Context: an optimization exercise on an open-source flow, tuned for small area, a short achievable clock period and few clock cycles. The choices shown serve that exercise and are no tape-out recipe. Only simulation tests tie the RTL to the original design; equivalence was not proved.

`design.v`:
```
module LoopCounter #(parameter STOP = 10, WIDTH = 4) (
    clk, 
    rst,
    en, 
    clr, 
    co, 
    cnt
);
    input clk, rst, en, clr;
    output co;
    output reg [WIDTH-1:0] cnt;
    always @(posedge clk or posedge rst) begin
        if (rst)
            cnt <= {WIDTH{1'b0}};
        else if (clr)
            cnt <= {WIDTH{1'b0}};
        else if (en) begin
            if (cnt == STOP - 1) begin
                cnt <= {WIDTH{1'b0}};
            end
            else
                cnt <= cnt + 1;
        end
    end
    assign co = (en & (cnt == STOP - 1));
endmodule
module Register #(parameter SIZE = 32) (
    clk, 
    rst, 
    ld,
    clr,
    dataIn,
    dataOut
);
    input clk, rst, ld, clr;
    input [SIZE-1:0] dataIn;
    output reg [SIZE-1:0] dataOut;
    always @(posedge clk or posedge rst) begin
        if (rst)
            dataOut <= {SIZE{1'b0}};
        else if (clr)
            dataOut <= {SIZE{1'b0}};
        else if (ld)
            dataOut <= dataIn;
    end
endmodule
module Mux2 #(parameter SIZE = 32) (
    data0,
    data1,
    sel,
    out
);
    input [SIZE-1:0] data0, data1;
    input sel;
    output wire [SIZE-1:0] out;
    assign out = sel ? data1 : data0;
endmodule
module Adder #(parameter IN = 32, OUT = 32) (
    data0, 
    data1,
    sum
);
    input [IN-1:0] data0, data1;
    output [OUT-1:0] sum;
    assign sum = data0 + data1;
endmodule
module FixedPointMultiplier #(parameter WIDTH = 32, FRAC_SIZE = 30) (
    data0,
    data1,
    prod
);
    input   signed   [WIDTH-1:0] data0, data1;
    output  signed  [WIDTH-1:0] prod;
    localparam PARTIAL_PROD_SIZE = 2 * WIDTH;
    localparam INT_SIZE = WIDTH - FRAC_SIZE;
    wire    [PARTIAL_PROD_SIZE-1:0]     partialProd;
    assign partialProd = data0 * data1;
    assign prod = partialProd[PARTIAL_PROD_SIZE - INT_SIZE - 1 : FRAC_SIZE];
endmodule
module DenseDatapath #(parameter 
    IN_COUNT = 1600, 
    OUT_COUNT = 10, 
    DATA_SIZE = 32,
    WEIGHT_ADR_WIDTH = 14,
    BIAS_ADR_WIDTH = 4,
    IN_ADR_WIDTH = 11,
    OUT_ADR_WIDTH = 4
) (
    clk,
    rst,
    clear,
    inCntEn,
    clearReg,
    WorB,
    load,
    outCntEn,
    mulDone,
    calcDone,
    putData,
    weightAdr,
    weightData,
    biasAdr,
    biasData,
    axisif_bufferIn_data,
    axisif_bufferIn_adr,
    axisif_bufferOut_data,
    axisif_bufferOut_adr
);
    input clk, rst;
    input clear;
    input inCntEn;
    input clearReg;
    input WorB;
    input load;
    input outCntEn;
    output mulDone;
    output calcDone;
    output putData;
    output  [WEIGHT_ADR_WIDTH-1:0]              weightAdr;
    input   [DATA_SIZE-1:0]                     weightData;
    output  [BIAS_ADR_WIDTH-1:0]                biasAdr;
    input   [DATA_SIZE-1:0]                     biasData;
    input    [DATA_SIZE-1:0]             axisif_bufferIn_data;
    output   [IN_ADR_WIDTH-1:0]          axisif_bufferIn_adr;
    output   [DATA_SIZE-1:0]             axisif_bufferOut_data;
    output   [OUT_ADR_WIDTH-1:0]         axisif_bufferOut_adr;
    wire inputIndexGenerator_co;
    wire [IN_ADR_WIDTH-1:0] inputIndexGenerator_cnt;
    LoopCounter #(IN_COUNT, IN_ADR_WIDTH) inputIndexGenerator (
        .clk(clk), 
        .rst(rst),
        .en(inCntEn), 
        .clr(clear), 
        .co(inputIndexGenerator_co), 
        .cnt(inputIndexGenerator_cnt)
    );
    assign mulDone = inputIndexGenerator_co;
    wire outputIndexGenerator_co;
    wire [OUT_ADR_WIDTH-1:0] outputIndexGenerator_cnt;
    LoopCounter #(OUT_COUNT, OUT_ADR_WIDTH) outputIndexGenerator (
        .clk(clk), 
        .rst(rst),
        .en(outCntEn), 
        .clr(clear), 
        .co(outputIndexGenerator_co), 
        .cnt(outputIndexGenerator_cnt)
    );
    assign calcDone = outputIndexGenerator_co;
    assign putData = outputIndexGenerator_co;
    assign axisif_bufferIn_adr = inputIndexGenerator_cnt;
    assign axisif_bufferOut_adr = outputIndexGenerator_cnt;
    assign biasAdr = outputIndexGenerator_cnt;
    assign weightAdr = (inputIndexGenerator_cnt * OUT_COUNT) + outputIndexGenerator_cnt;
    localparam CALC_DATA_SIZE = DATA_SIZE;  
    wire [CALC_DATA_SIZE-1:0] signExtened_axisif_bufferIn_data;
    wire [CALC_DATA_SIZE-1:0] signExtened_weightData;
    assign signExtened_axisif_bufferIn_data = axisif_bufferIn_data;  
    assign signExtened_weightData = weightData;
    wire [CALC_DATA_SIZE-1:0] mul_prod;
    FixedPointMultiplier #(.WIDTH(CALC_DATA_SIZE), .FRAC_SIZE(30)) mul (
        .data0(signExtened_axisif_bufferIn_data),
        .data1(signExtened_weightData),
        .prod(mul_prod)
    );
    wire [CALC_DATA_SIZE-1:0] muxWeightOrBias_out;
    Mux2 #(CALC_DATA_SIZE) muxWeightOrBias(
        .data0(mul_prod),
        .data1(biasData),  
        .sel(WorB),
        .out(muxWeightOrBias_out)
    );
    wire [CALC_DATA_SIZE-1:0] add_data0, add_sum;
    Adder #(CALC_DATA_SIZE, CALC_DATA_SIZE) add (
        .data0(add_data0), 
        .data1(muxWeightOrBias_out),
        .sum(add_sum)
    );
    assign axisif_bufferOut_data = add_sum;
    Register #(CALC_DATA_SIZE) partialProductRegister (
        .clk(clk), 
        .rst(rst), 
        .ld(load),
        .clr(clearReg),
        .dataIn(add_sum),
        .dataOut(add_data0)
    );
endmodule
module DenseController (
    clk, 
    rst,
    mulDone,
    calcDone,
    putData,
    clear,
    WorB,
    load,
    inCntEn,
    outCntEn,
    clearReg,
    axisif_start,
    axisif_bufferOut_wr,
    axisif_done
);
    input clk, rst;
    input axisif_start;
    input mulDone;
    input calcDone;
    input putData;
    output reg clear;
    output reg WorB;
    output reg load;
    output reg inCntEn;
    output reg outCntEn;
    output reg clearReg;
    output reg axisif_bufferOut_wr;
    output reg axisif_done;
    localparam STATE_Idle = 0, 
               STATE_Init = 1, 
               STATE_GetData = 2, 
               STATE_ReInitInputCounter = 3, 
               STATE_CalcWeights = 4, 
               STATE_CalcBias = 5, 
               STATE_ReInitOutputCounter = 6, 
               STATE_PutData = 7;
    reg [2:0] ps, ns;
    always @(posedge clk or posedge rst) begin
        if (rst) begin
            ps <= STATE_Idle;
        end else begin
            ps <= ns;
        end
    end
    always @(*) begin
        ns = STATE_Idle;
        case (ps)
            STATE_Idle: ns = axisif_start ? STATE_CalcWeights : STATE_Idle;
            STATE_CalcWeights: ns = mulDone ? STATE_CalcBias : STATE_CalcWeights;
            STATE_CalcBias: ns = calcDone ? STATE_ReInitOutputCounter : STATE_CalcWeights;
            STATE_ReInitOutputCounter: ns = STATE_PutData;
            STATE_PutData: ns = putData ? STATE_Idle : STATE_PutData;
        endcase
    end
    always @(*) begin
        {clear, axisif_done, WorB, load, inCntEn, axisif_bufferOut_wr, outCntEn, clearReg} = 8'b0;
        case (ps)
            STATE_Idle: begin 
                clear = 1;
                axisif_done = 1;
            end
            STATE_CalcWeights: begin
                WorB = 0;
                load = 1;
                inCntEn = 1;
            end
            STATE_CalcBias: begin
                WorB = 1;
                axisif_bufferOut_wr = 1;
                outCntEn = 1;
                clearReg = 1;
            end
            STATE_ReInitOutputCounter: begin
                clear = 1;
            end
            STATE_PutData: begin
                outCntEn = 1;
            end
        endcase
    end
endmodule
module Dense #(parameter 
    IN_COUNT = 1600, 
    OUT_COUNT = 10, 
    DATA_SIZE = 32,
    WEIGHT_ADR_WIDTH = 14,
    BIAS_ADR_WIDTH = 4,
    IN_ADR_WIDTH = 11,
    OUT_ADR_WIDTH = 4
) (
    clk, 
    rst,
    weightAdr,
    weightData,
    biasAdr,
    biasData,
    axisif_start,
    axisif_done,
    axisif_bufferIn_adr,
    axisif_bufferIn_data,
    axisif_bufferOut_adr,
    axisif_bufferOut_data,
    axisif_bufferOut_wr
);
    input clk, rst;
    output  [WEIGHT_ADR_WIDTH-1:0]              weightAdr;
    input   [DATA_SIZE-1:0]                     weightData;
    output  [BIAS_ADR_WIDTH-1:0]                biasAdr;
    input   [DATA_SIZE-1:0]                     biasData;
    input                                   axisif_start;
    output                                  axisif_done;
    output      [IN_ADR_WIDTH-1:0]          axisif_bufferIn_adr;
    input       [DATA_SIZE-1:0]             axisif_bufferIn_data;
    output      [OUT_ADR_WIDTH-1:0]         axisif_bufferOut_adr;
    output      [DATA_SIZE-1:0]             axisif_bufferOut_data;
    output                                  axisif_bufferOut_wr;
    wire clear, inCntEn, clearReg, WorB, load, outCntEn;
    wire mulDone, calcDone, putData;
    DenseDatapath #(
        .IN_COUNT(IN_COUNT),
        .OUT_COUNT(OUT_COUNT),
        .DATA_SIZE(DATA_SIZE),
        .WEIGHT_ADR_WIDTH(WEIGHT_ADR_WIDTH),
        .BIAS_ADR_WIDTH(BIAS_ADR_WIDTH),
        .IN_ADR_WIDTH(IN_ADR_WIDTH),
        .OUT_ADR_WIDTH(OUT_ADR_WIDTH)
    ) denseDP (
        .clk(clk),
        .rst(rst),
        .clear(clear),
        .inCntEn(inCntEn),
        .clearReg(clearReg),
        .WorB(WorB),
        .load(load),
        .outCntEn(outCntEn),
        .mulDone(mulDone),
        .calcDone(calcDone),
        .putData(putData),
        .weightAdr(weightAdr),
        .weightData(weightData),
        .biasAdr(biasAdr),
        .biasData(biasData),
        .axisif_bufferIn_data(axisif_bufferIn_data),
        .axisif_bufferIn_adr(axisif_bufferIn_adr),
        .axisif_bufferOut_data(axisif_bufferOut_data),
        .axisif_bufferOut_adr(axisif_bufferOut_adr)
    );
    DenseController denseCU (
        .clk(clk), 
        .rst(rst),
        .mulDone(mulDone),
        .calcDone(calcDone),
        .putData(putData),
        .clear(clear),
        .WorB(WorB),
        .load(load),
        .inCntEn(inCntEn),
        .outCntEn(outCntEn),
        .clearReg(clearReg),
        .axisif_start(axisif_start),
        .axisif_bufferOut_wr(axisif_bufferOut_wr),
        .axisif_done(axisif_done)
    );
endmodule
```
`run.sh`:
```
#!/bin/bash
# synth_recipe.tcl (not shown) runs the flow's synth.tcl, then flattens the netlist and writes it again
# the make line also repeats each setting of config.mk as NAME=value (left out here)
make -C /OpenROAD-flow-scripts/flow DESIGN_CONFIG=/design/flow/config.mk WORK_HOME=/design/flow/orfs CLKGATE_MAP_FILE= SYNTH_SCRIPT=/design/flow/synth_recipe.tcl finish
```
`config.mk`:
```
export PLATFORM = sky130hd
export DESIGN_NAME = Dense
export DESIGN_NICKNAME = Dense
export VERILOG_FILES = /design/flow/design.v
export SDC_FILE = /design/flow/constraint.sdc
export NUM_CORES = 8
export LEC_CHECK = 0
export CAP_MARGIN = 20
export CORE_MARGIN = 2
export CORE_UTILIZATION = 40
export SLEW_MARGIN = 20
```
`constraint.sdc`:
```
create_clock -name core_clock -period 22.0 [get_ports {clk}]
set_input_delay 4.4000 -clock core_clock [delete_from_list [all_inputs] [get_ports {clk}]]
set_output_delay 4.4000 -clock core_clock [all_outputs]
set_load 0.01 [all_outputs]
```
==> run summary <==
flip-flops by register name (all words and copies together) (netlist names):
register	count
denseDP.partialProductRegister.dataOut	32
denseDP.inputIndexGenerator.cnt	11
denseDP.outputIndexGenerator.cnt	4
denseCU.ps	3
worst max-delay path: cells and delay by family:
kind                     cells  cell delay (ns)
adder cells (fa/ha/maj)     10             4.85
XOR/XNOR                     2             0.46
buffers and inverters        5             1.97
AND/OR/NAND/NOR              3             0.74
AO/OA/AOI/OAI               15             3.67
layout make-up:
class	count	area [um^2]
diodes	5	12.5
fillers	9526	54600
flip-flops and latches	50	1250
inverters	954	3580
well taps	1276	1600
clock inverters	3	28.8
clock buffers	5	125
multi-input cells	3005	33600
repair buffers	248	2240
layout by cell type, fill, tap and decap left out, types with 6 or more instances in the layout:
master	n
a22o_1	28
ha_1	234
nand4_1	13
o31ai_1	10
a31oi_1	13
dfrtp_1	50
nor4_1	6
a211oi_1	11
inv_1	953
or3_1	6
clkdlybuf4s50_1	158
a21o_1	42
and3_1	18
o21ai_1	7
a21oi_1	92
o211ai_1	8
nor2_1	56
fa_1	1064
nand3_1	31
nor2b_1	30
xnor2_1	68
o21bai_1	19
buf_2	7
and2_1	444
buf_4	83
nand2b_1	20
xor2_1	36
o21ai_0	64
nand2_1	618
nor3_1	9
stage by stage:
stage	instances	utilization	setup WS, ns
after floorplan	4236	-	4.07
after global routing	5543	0.437	0.906
final	5546	0.437	1.47
after global placement	5533	0.436	1.64
after detailed placement	5533	0.436	1.54
after CTS	5541	0.437	1.46
cells by family after synthesis:
group | count (synthesis) | synth area share
buf+inv | 1181 | 0.113
xor+xnor | 104 | 0.0232
simple gates | 1266 | 0.158
fa+ha+maj | 1298 | 0.617
mux | 1 | 0.000255
compound gates | 336 | 0.0564
flops | 50 | 0.0318
path summary, 6_finish.rpt:
| kind | endpoint | startpoint | depth (start not counted) | slack, ns |
|---|---|---|---|---|
| hold / removal | denseDP.partialProductRegister.dataOut[28] | denseDP.partialProductRegister.dataOut[28] | 2 | 0.50 |
| min in group asynchronous | denseDP.inputIndexGenerator.cnt[5] | rst | 3 | 4.58 |
| hold reg to reg | denseDP.partialProductRegister.dataOut[28] | denseDP.partialProductRegister.dataOut[28] | 2 | 0.50 |
| setup / recovery | axisif_bufferOut_data[31] | axisif_bufferIn_data[9] | 35 | 1.47 |
| max in group asynchronous | denseDP.partialProductRegister.dataOut[29] | rst | 3 | 16.91 |
| setup reg to reg | denseDP.partialProductRegister.dataOut[31] | denseCU.ps[1] | 17 | 15.63 |
routing by layer:
layer | vias up | GRT usage | routed length, um
li1 | 12400 | - | -
met1 | 14800 | 0.301 | 45200
met2 | 692 | 0.379 | 53000
met3 | 135 | 0.0166 | 4550
met4 | 0 | 0.0727 | 3870
met5 | - | 0 | 0
==> impl_metrics.env <==
export IMPL_synth_cell_types=69
export IMPL_routed_wl_um=107000
export IMPL_start_kind="primary input"
export IMPL_cts_tree="done"
export IMPL_fin_hold_ws_ns=0.504
export IMPL_cts_setup_buffers=0
export IMPL_crit_path_max_fanout=23
export IMPL_crit_top_cell="fa_1"
export IMPL_antenna_found_initial=4
export IMPL_area_growth_pct=7.96
export IMPL_hp_class="flop to flop"
export IMPL_cts_resized=0
export IMPL_outcome="finished clean"
export IMPL_grt_max_degree=51
export IMPL_htree_levels=2
export IMPL_cts_buffers_inserted=5
export IMPL_yosys_top_cells_area="fa_1, inv_1, ha_1"
export IMPL_yosys_top_cells_count="fa_1, inv_1, nand2_1"
export IMPL_dr_pass1_iters=5
export IMPL_fp_dieH_um=317
export IMPL_num_io_pins=166
export IMPL_synth_most_common_cell="fa_1"
export IMPL_die_area_mm2=0.101
export IMPL_synth_top_area_cell="fa_1"
export IMPL_wl_per_cell_um=19.2
export IMPL_grt_overflow_total=0
export IMPL_cts_root_buffer="clkbuf_16"
export IMPL_async_flop_share=1.00
export IMPL_worst_setup_path_end_kind="output port"
export IMPL_synth_seq_area_share=0.0318
export IMPL_rows=114
export IMPL_antenna_left=0
export IMPL_hold_violations=0
export IMPL_clock_sink_count=50
export IMPL_cap_violations=0
export IMPL_num_vias=28000
export IMPL_syn_num_nets=5633
export IMPL_core_region_area_mm2=0.0970
export IMPL_clockBufferDepth=2
export IMPL_max_clock_freq_ghz=0.0487
export IMPL_syn_inst=4236
export IMPL_cts_hold_buffers=0
export IMPL_worstSetupPathType="primary input to output port"
export IMPL_fin_nets=5661
export IMPL_rsz0062_at_grt="no"
export IMPL_finalSetupViolCount=0
export IMPL_netlist_area_mm2=0.0393
export IMPL_fp_dieW_um=317
export IMPL_synth_top_area_frac=0.542
export IMPL_max_slew_margin_rel=0.211
export IMPL_start_util=0.405
export IMPL_worstPathRequired_ns=17.60
export IMPL_vias_per_cell=5.05
export IMPL_synth_seq_cells=50
export IMPL_hpwlAfterDp_um=92000
export IMPL_drc=0
export IMPL_path_clk_slew_ns=0.07
export IMPL_cpPeakStageDelay_ns=1.25
export IMPL_ys_warn_count=4
export IMPL_clock_latency_ns=0.31
export IMPL_slew_violations=0
export IMPL_final_setup_tns_ns=0
export IMPL_final_area_mm2=0.0424
export IMPL_synth_edf_count=0
export IMPL_arrival_ns=16.13
export IMPL_finClkSkew_ns=0.00912
export IMPL_dr_first_iter_drc_count=1561
export IMPL_grt_usage=0.222
export IMPL_gp_congestion=0.908
export IMPL_syn_avg_cell_area_um2=9.28
export IMPL_critPathSlowestCell="clkdlybuf4s50_1"
export IMPL_worstMarginPinSlew_ns=1.18
export IMPL_timing_final_crit_share=0.933
export IMPL_grt_pass1_wl_um=177000
export IMPL_dpl_instance_area_mm2=0.0423
export IMPL_grt_pass1_vias=31200
export IMPL_port_buffers=165
export IMPL_final_min_clock_period_ns=20.53
export IMPL_ys_flop_type="dfrtp_1"
export IMPL_drive_gt1_frac=0.0270
Testbench counts, summed over its fixed seeds: cycles 640,880.

-- separate check: timing with driven ports --
No port has a modelled driver above. Below, the same layout with a new extraction and two added sets of constraints. Step 1 sets driving cells, clkbuf_16 on the clock port and buf_2 on the other inputs (assumed; they add their load-dependent delay and slew). Step 2 moves the port delays by t, midway between the first and last clock arrival at a register: inputs arrive t later, outputs are due t later. That takes back most of the time a late clock gives input paths. Slacks: no drivers / after step 1 / after step 2; pairs: no drivers / after step 1.
t (ns): 0.353
setup slack, ns: 1.472 / 1.441 / 1.441
clock arrival spread, ns: 0.009 / 0.009
slew at the worst register clock pin (ns): 0.08 / 0.08
worst slew at a driven data input, ns: 0.17
After both steps setup and hold are still met in this run. The setup slack of this run moves by -0.031 ns with the drivers and by -0.031 ns with both steps.
